Source: an optimization exercise on an open RTL-to-GDS flow (aim: a short achievable clock period and few clock cycles). Production flows keep margins and buffers that such runs may drop. Function was checked by simulation only, so behaviour that the tests miss may differ from the original. Power is estimated from default activity; no workload was simulated.

==> flow/design.v <==
`default_nettype none
module processor( input         clk, reset,
                  output [31:0] PC,
                  input  [31:0] instruction,
                  output        WE,
                  output [31:0] address_to_mem,
                  output [31:0] data_to_mem,
                  input  [31:0] data_from_mem
);
  function [32:0] ks_add(input [31:0] x, input [31:0] y, input cin);
    reg [32:0] g, p, gn, pn;
    integer k, d;
    begin
      g = {x & y, cin};
      p = {x ^ y, 1'b0};
      for (d = 1; d < 33; d = d * 2) begin
        gn = g;
        pn = p;
        for (k = d; k < 33; k = k + 1) begin
          gn[k] = g[k] | (p[k] & g[k-d]);
          pn[k] = p[k] & p[k-d];
        end
        g = gn;
        p = pn;
      end
      ks_add = {g[32], (x ^ y) ^ g[31:0]};
    end
  endfunction
  localparam JT_BITS = 2;
  localparam JT_N    = 1 << JT_BITS;
  reg  [31:0] pc_f;
  reg  [31:0] pc_o;                   
  reg         x_valid;
  reg  [31:0] x_pc, x_pc4, x_imm, x_tgt, x_pnpc;
  reg         x_ptaken;               
  reg  [31:0] x_cra, x_crb;           
  reg  [31:0] x_bop;                  
  reg         x_am, x_bm, x_sm;       
  reg  [4:0]  x_rs1, x_rs2, x_rd;     
  reg         x_use1, x_use2;
  reg         x_op_add, x_op_sub, x_op_and, x_op_srl, x_op_addv, x_op_avgv;
  reg         x_use_imm, x_link, x_load, x_store, x_beq, x_blt, x_jal, x_jalr;
  reg         m_valid, m_we, m_load;
  reg  [4:0]  m_rd;
  reg  [31:0] m_res, m_sdata;
  reg  [31:0] m_addr;                 
  reg  [31:0] rf [1:31];
  reg         jt_v   [0:JT_N-1];      
  reg  [31:0] jt_tgt [0:JT_N-1];
  reg         lr_v;                   
  reg  [31:0] lr;
  reg               u_valid;           
  reg [JT_BITS-1:0] u_idx;
  reg  [31:0]       u_tgt;
  wire [31:0] ins    = instruction;
  wire [6:0]  opcode = ins[6:0];
  wire [2:0]  f3     = ins[14:12];
  wire [4:0]  rs1    = ins[19:15];
  wire [4:0]  rs2    = ins[24:20];
  wire [4:0]  rd     = ins[11:7];
  wire d_r    = opcode == 7'b0110011;
  wire d_v    = opcode == 7'b0001011;
  wire d_addi = opcode == 7'b0010011;
  wire d_lw   = opcode == 7'b0000011;
  wire d_sw   = opcode == 7'b0100011;
  wire d_br   = opcode == 7'b1100011;
  wire d_jal  = opcode == 7'b1101111;
  wire d_jalr = opcode == 7'b1100111;
  wire d_wr      = d_r | d_v | d_addi | d_lw | d_jal | d_jalr;
  wire d_use_imm = d_addi | d_lw | d_sw | d_jalr;
  wire d_use1    = !d_jal;
  wire d_use2    = d_r | d_v | d_sw | d_br;
  wire [31:0] imm_i = {{20{ins[31]}}, ins[31:20]};
  wire [31:0] imm_s = {{20{ins[31]}}, ins[31:25], ins[11:7]};
  wire [31:0] imm_b = {{20{ins[31]}}, ins[7], ins[30:25], ins[11:8], 1'b0};
  wire [31:0] imm_j = {{12{ins[31]}}, ins[19:12], ins[20], ins[30:21], 1'b0};
  wire [31:0] d_imm = d_sw ? imm_s : d_br ? imm_b : d_jal ? imm_j : imm_i;
  function [31:0] rf_pick(input [2:0] grp, input [1:0] k);
    integer q;
    begin
      rf_pick = 32'd0;
      for (q = 0; q < 8; q = q + 1)
        if ({q[2:0], k} != 5'd0)
          rf_pick = rf_pick | ({32{grp == q[2:0]}} & rf[{q[2:0], k}]);
    end
  endfunction
  function [31:0] rf_full(input [4:0] n);
    case (n[1:0])
      2'd0: rf_full = rf_pick(n[4:2], 2'd0);
      2'd1: rf_full = rf_pick(n[4:2], 2'd1);
      2'd2: rf_full = rf_pick(n[4:2], 2'd2);
      default: rf_full = rf_pick(n[4:2], 2'd3);
    endcase
  endfunction
  wire fx_1 = x_valid && (x_rd != 5'd0) && (x_rd == rs1);
  wire fm_1 = m_valid && (m_rd != 5'd0) && (m_rd == rs1);
  wire fx_2 = x_valid && (x_rd != 5'd0) && (x_rd == rs2);
  wire fm_2 = m_valid && (m_rd != 5'd0) && (m_rd == rs2);
  wire [31:0] f_pc4 = pc_f + 32'd4;
  wire [31:0] f_tj  = pc_f + imm_j;
  wire [31:0] f_tb  = pc_f + imm_b;
  wire [JT_BITS-1:0] f_idx = pc_f[JT_BITS+1:2];
  wire        f_ret = (rd == 5'd0) && lr_v;
  wire        f_jr  = d_jalr && (f_ret || jt_v[f_idx]);
  wire [31:0] f_jrt = f_ret ? lr : jt_tgt[f_idx];
  wire        f_bt  = d_br && (ins[31] || (f3 == 3'b000 && rs1 == rs2));
  wire        f_ptaken = d_jal || f_bt || f_jr;
  wire [31:0] a  = x_am ? m_res : x_cra;
  wire [31:0] b  = x_bm ? m_res : x_bop;
  wire [31:0] sd = x_sm ? m_res : x_crb;
  wire sm_1 = m_valid && (m_rd != 5'd0) && (m_rd == x_rs1);
  wire sm_2 = m_valid && (m_rd != 5'd0) && (m_rd == x_rs2);
  wire stall = x_valid && m_load && ((sm_1 && x_use1) || (sm_2 && x_use2));
  wire [32:0] sum_c  = ks_add(a, b, 1'b0);
  wire [32:0] diff_c = ks_add(a, ~b, 1'b1);
  wire [31:0] sum  = sum_c[31:0];
  wire [31:0] diff = diff_c[31:0];
  wire [31:0] andv = a & b;
  wire [31:0] srlv = a >> b[4:0];
  wire [7:0]  v0 = a[7:0]   + b[7:0];
  wire [7:0]  v1 = a[15:8]  + b[15:8];
  wire [7:0]  v2 = a[23:16] + b[23:16];
  wire [7:0]  v3 = a[31:24] + b[31:24];
  wire [31:0] addv = {v3, v2, v1, v0};
  wire [31:0] avgv = {1'b0, v3[7:1], 1'b0, v2[7:1], 1'b0, v1[7:1], 1'b0, v0[7:1]};
  wire [31:0] alu = ({32{x_op_add}}  & sum)
                  | ({32{x_op_sub}}  & diff)
                  | ({32{x_op_and}}  & andv)
                  | ({32{x_op_srl}}  & srlv)
                  | ({32{x_op_addv}} & addv)
                  | ({32{x_op_avgv}} & avgv)
                  | ({32{x_link}}    & x_pc4);
  wire [31:0] csrca [0:1];
  wire [31:0] csrcb [0:1];
  wire [1:0]  csa = {x_am, !x_am};
  wire [1:0]  csb = {x_sm, !x_sm};
  assign csrca[0] = x_cra;  assign csrca[1] = m_res;
  assign csrcb[0] = x_crb;  assign csrcb[1] = m_res;
  reg  taken_bc, jalr_ok;
  reg  [31:0] cr, cg;
  integer ia, ib;
  always @(*) begin
    taken_bc = 1'b0;
    jalr_ok  = 1'b0;
    for (ia = 0; ia < 2; ia = ia + 1) begin
      for (ib = 0; ib < 2; ib = ib + 1)
        taken_bc = taken_bc | (csa[ia] & csb[ib] &
                     ((x_beq & (csrca[ia] == csrcb[ib])) |
                      (x_blt & ($signed(csrca[ia]) < $signed(csrcb[ib])))));
      cr = csrca[ia] ^ x_imm ^ x_pnpc;
      cg = (csrca[ia] & x_imm) | ((csrca[ia] | x_imm) & ~x_pnpc);
      jalr_ok = jalr_ok | (csa[ia] & !cr[0] & (cr[31:1] == cg[30:0]));
    end
  end
  wire taken = x_jal || taken_bc;    
  wire mis = x_valid && !stall && (x_jalr ? !jalr_ok : (taken != x_ptaken));
  wire [31:0] redirect = x_jalr ? sum : x_ptaken ? x_pc4 : x_tgt;
  wire x_go = x_valid && !stall;      
  assign PC             = pc_o;
  assign WE             = m_we;
  assign address_to_mem = m_addr;
  assign data_to_mem    = m_sdata;
  wire [31:0] wb = m_load ? data_from_mem : m_res;
  wire go_f   = !mis && !stall;
  wire sel_tj = go_f && d_jal;
  wire sel_tb = go_f && f_bt;
  wire sel_jr = go_f && !d_jal && !f_bt && f_jr;
  wire sel_p4 = go_f && !d_jal && !f_bt && !f_jr;
  wire hold   = stall && !mis;
  wire [31:0] pc_next   = ({32{sel_tj}} & f_tj)  | ({32{sel_tb}} & f_tb)
                        | ({32{sel_jr}} & f_jrt) | ({32{sel_p4}} & f_pc4)
                        | ({32{mis}} & redirect) | ({32{hold}} & pc_f);
  wire [31:0] pc_next_o = ({32{hold}} & pc_o)    | ({32{mis}} & redirect)
                        | ({32{sel_p4}} & f_pc4) | ({32{sel_jr}} & f_jrt)
                        | ({32{sel_tb}} & f_tb)  | ({32{sel_tj}} & f_tj);
  integer i;
  always @(posedge clk) begin
    if (reset) begin
      pc_f <= 32'd0;
      pc_o <= 32'd0;
    end else begin
      pc_f <= pc_next;
      pc_o <= pc_next_o;
    end
  end
  always @(posedge clk) begin
    if (m_valid && m_rd != 5'd0)
      rf[m_rd] <= wb;
  end
  always @(posedge clk) begin
    if (!stall) begin
      x_pc       <= pc_f;
      x_pc4      <= f_pc4;
      x_pnpc     <= f_jr ? f_jrt : f_pc4;      
      x_ptaken   <= f_ptaken;
      x_imm      <= d_imm;
      x_tgt      <= f_tb;                      
      x_cra      <= fm_1 ? wb : rf_full(rs1);
      x_crb      <= fm_2 ? wb : rf_full(rs2);
      x_bop      <= d_use_imm ? d_imm : fm_2 ? wb : rf_full(rs2);
      x_am       <= fx_1;
      x_bm       <= fx_2 && !d_use_imm;
      x_sm       <= fx_2;
      x_rs1      <= rs1;
      x_rs2      <= rs2;
      x_rd       <= d_wr ? rd : 5'd0;
      x_use1     <= d_use1;
      x_use2     <= d_use2;
      x_op_add   <= (d_r && f3 == 3'b000 && !ins[30]) || d_addi || d_lw || d_sw;
      x_op_sub   <= d_r && f3 == 3'b000 && ins[30];
      x_op_and   <= d_r && f3 == 3'b111;
      x_op_srl   <= d_r && f3 == 3'b101;
      x_op_addv  <= d_v && !f3[0];
      x_op_avgv  <= d_v && f3[0];
      x_use_imm  <= d_use_imm;
      x_link     <= d_jal | d_jalr;
      x_load     <= d_lw;
      x_store    <= d_sw;
      x_beq      <= d_br && f3 == 3'b000;
      x_blt      <= d_br && f3 == 3'b100;
      x_jal      <= d_jal;
      x_jalr     <= d_jalr;
    end else begin
      if (sm_1) begin
        x_am  <= 1'b0;
        x_cra <= wb;
      end
      if (sm_2 && !x_use_imm) begin
        x_bm  <= 1'b0;
        x_bop <= wb;
      end
      if (sm_2) begin
        x_sm  <= 1'b0;
        x_crb <= wb;
      end
    end
    m_res   <= alu;
    m_addr  <= sum;
    m_sdata <= sd;
    if (x_go && x_link && x_rd != 5'd0)
      lr <= x_pc4;
    u_idx   <= x_pc[JT_BITS+1:2];
    u_tgt   <= sum;
    if (u_valid)
      jt_tgt[u_idx] <= u_tgt;
  end
  always @(posedge clk) begin
    if (reset) begin
      x_valid <= 1'b0;
      m_valid <= 1'b0;
      m_we    <= 1'b0;
      m_load  <= 1'b0;
      m_rd    <= 5'd0;
      u_valid <= 1'b0;
      lr_v    <= 1'b0;
      for (i = 0; i < JT_N; i = i + 1)
        jt_v[i] <= 1'b0;
    end else begin
      if (mis)
        x_valid <= 1'b0;
      else if (!stall)
        x_valid <= 1'b1;
      m_valid <= x_go;
      m_we    <= x_go && x_store;
      m_load  <= x_go && x_load;
      m_rd    <= x_go ? x_rd : 5'd0;
      if (x_go && x_link && x_rd != 5'd0)
        lr_v <= 1'b1;
      u_valid <= x_go && x_jalr;
      if (u_valid)
        jt_v[u_idx] <= 1'b1;
    end
  end
endmodule
`default_nettype wire
Settings: LEC_CHECK=0, ABC_CLOCK_PERIOD_IN_PS=3000, CAP_MARGIN=20, CORE_MARGIN=2, CORE_UTILIZATION=40, SLEW_MARGIN=20, TNS_END_PERCENT=20; clock period 11.0 ns.
standard.sh (not shown) runs the stock make flow with config.mk's settings and CLKGATE_MAP_FILE= SYNTH_SCRIPT=/design/flow/synth_recipe.tcl, a recipe that flattens the netlist after the stock synthesis.
==> flow/flow/run.sh <==
#!/bin/bash
set -euo pipefail
bash standard.sh SETUP_SLACK_MARGIN=7.6 MATCH_CELL_FOOTPRINT=0 \
  "BUFFER_PORTS_ARGS=-buffer_cell sky130_fd_sc_hd__buf_4" finish > standard.log 2>&1
The starting point passed the timing, design-rule and antenna checks.
Testbench counts at the start, summed over its fixed seeds: cycles 52,139.
Then changed:
--- a/flow/design.v
+++ b/flow/design.v
@@ -102,10 +102,16 @@
   wire [JT_BITS-1:0] f_idx = pc_f[JT_BITS+1:2];
   wire        f_ret = (rd == 5'd0) && lr_v;
   wire        f_jr  = d_jalr && (f_ret || jt_v[f_idx]);
   wire [31:0] f_jrt = f_ret ? lr : jt_tgt[f_idx];
-  wire        f_bt  = d_br && (ins[31] || (f3 == 3'b000 && rs1 == rs2));
+  wire        f_bt  = d_br && ins[31];           
   wire        f_ptaken = d_jal || f_bt || f_jr;
+  wire [31:0] f_pnpc = d_jal ? f_tj :
+                       f_bt  ? f_tb :
+                       f_jr  ? f_jrt : f_pc4;
+  wire [31:0] f_pnpc_o = f_jr  ? f_jrt :
+                         f_bt  ? f_tb :
+                         d_jal ? f_tj : f_pc4;
   wire [31:0] a  = x_am ? m_res : x_cra;
   wire [31:0] b  = x_bm ? m_res : x_bop;
   wire [31:0] sd = x_sm ? m_res : x_crb;
   wire sm_1 = m_valid && (m_rd != 5'd0) && (m_rd == x_rs1);
@@ -160,42 +166,21 @@
   assign WE             = m_we;
   assign address_to_mem = m_addr;
   assign data_to_mem    = m_sdata;
   wire [31:0] wb = m_load ? data_from_mem : m_res;
-  wire go_f   = !mis && !stall;
-  wire sel_tj = go_f && d_jal;
-  wire sel_tb = go_f && f_bt;
-  wire sel_jr = go_f && !d_jal && !f_bt && f_jr;
-  wire sel_p4 = go_f && !d_jal && !f_bt && !f_jr;
-  wire hold   = stall && !mis;
-  wire [31:0] pc_next   = ({32{sel_tj}} & f_tj)  | ({32{sel_tb}} & f_tb)
-                        | ({32{sel_jr}} & f_jrt) | ({32{sel_p4}} & f_pc4)
-                        | ({32{mis}} & redirect) | ({32{hold}} & pc_f);
-  wire [31:0] pc_next_o = ({32{hold}} & pc_o)    | ({32{mis}} & redirect)
-                        | ({32{sel_p4}} & f_pc4) | ({32{sel_jr}} & f_jrt)
-                        | ({32{sel_tb}} & f_tb)  | ({32{sel_tj}} & f_tj);
   integer i;
-  always @(posedge clk) begin
-    if (reset) begin
-      pc_f <= 32'd0;
-      pc_o <= 32'd0;
-    end else begin
-      pc_f <= pc_next;
-      pc_o <= pc_next_o;
-    end
-  end
   always @(posedge clk) begin
     if (m_valid && m_rd != 5'd0)
       rf[m_rd] <= wb;
   end
   always @(posedge clk) begin
     if (!stall) begin
       x_pc       <= pc_f;
       x_pc4      <= f_pc4;
-      x_pnpc     <= f_jr ? f_jrt : f_pc4;      
+      x_pnpc     <= f_pnpc;
       x_ptaken   <= f_ptaken;
       x_imm      <= d_imm;
-      x_tgt      <= f_tb;                      
+      x_tgt      <= d_jal ? f_tj : f_tb;
       x_cra      <= fm_1 ? wb : rf_full(rs1);
       x_crb      <= fm_2 ? wb : rf_full(rs2);
       x_bop      <= d_use_imm ? d_imm : fm_2 ? wb : rf_full(rs2);
       x_am       <= fx_1;
@@ -245,8 +230,10 @@
       jt_tgt[u_idx] <= u_tgt;
   end
   always @(posedge clk) begin
     if (reset) begin
+      pc_f    <= 32'd0;
+      pc_o    <= 32'd0;
       x_valid <= 1'b0;
       m_valid <= 1'b0;
       m_we    <= 1'b0;
       m_load  <= 1'b0;
@@ -255,8 +242,16 @@
       lr_v    <= 1'b0;
       for (i = 0; i < JT_N; i = i + 1)
         jt_v[i] <= 1'b0;
     end else begin
+      if (mis)
+        pc_f <= redirect;
+      else if (!stall)
+        pc_f <= f_pnpc;
+      if (mis)
+        pc_o <= redirect;
+      else if (!stall)
+        pc_o <= f_pnpc_o;
       if (mis)
         x_valid <= 1'b0;
       else if (!stall)
         x_valid <= 1'b1;
The changed run passed the timing, design-rule and antenna checks.
Register-to-register slack is better by 0.15 ns.
Routed wire length decreases by 1.5%.
Worst setup slack improved by 0.024 ns.
Via count went down by 0.35%.
Combinational power went up by about 2%.
Clock power goes up by about 0.7%.
Sequential share of layout area goes down by 1.1 points.
Total power barely changes.
Non-clock buffer count rises by 38.
Global-route usage is lower by 0.85 points.
Utilization goes up by 0.55 points.
Testbench counts after the change, summed over its fixed seeds: cycles 52,347.

static timing again, ports no longer ideal:
The results above use ideal ports. As a check the final layouts listed here were re-extracted and re-timed, cells and wires unchanged. Step 1: set_driving_cell puts a clkbuf_16 on clk and a buf_2 on each other input, an assumption about the parent block. Step 2, shift: input delay + t, output delay - t, t = (earliest + latest rising clock arrival at the registers) / 2. This alone moves slack from input paths to output paths. a / b / c = ideal / step 1 / step 2; a / b = the first two.
run | t, ns | setup slack, ns | worst setup path after step 2 | slew at the worst register clock pin (ns) | pins driven straight from the clock port
the first run | 0.952 | 6.599 / 6.143 / 5.191 | input to register | 0.07 / 0.07 | 1
the second run | 0.938 | 6.622 / 6.494 / 5.556 | input to register | 0.07 / 0.07 | 1
After both steps setup and hold are still met in every run listed. The setup slack of the first run, which loses most, moves by -0.456 ns with the drivers and by -1.408 ns with both steps.
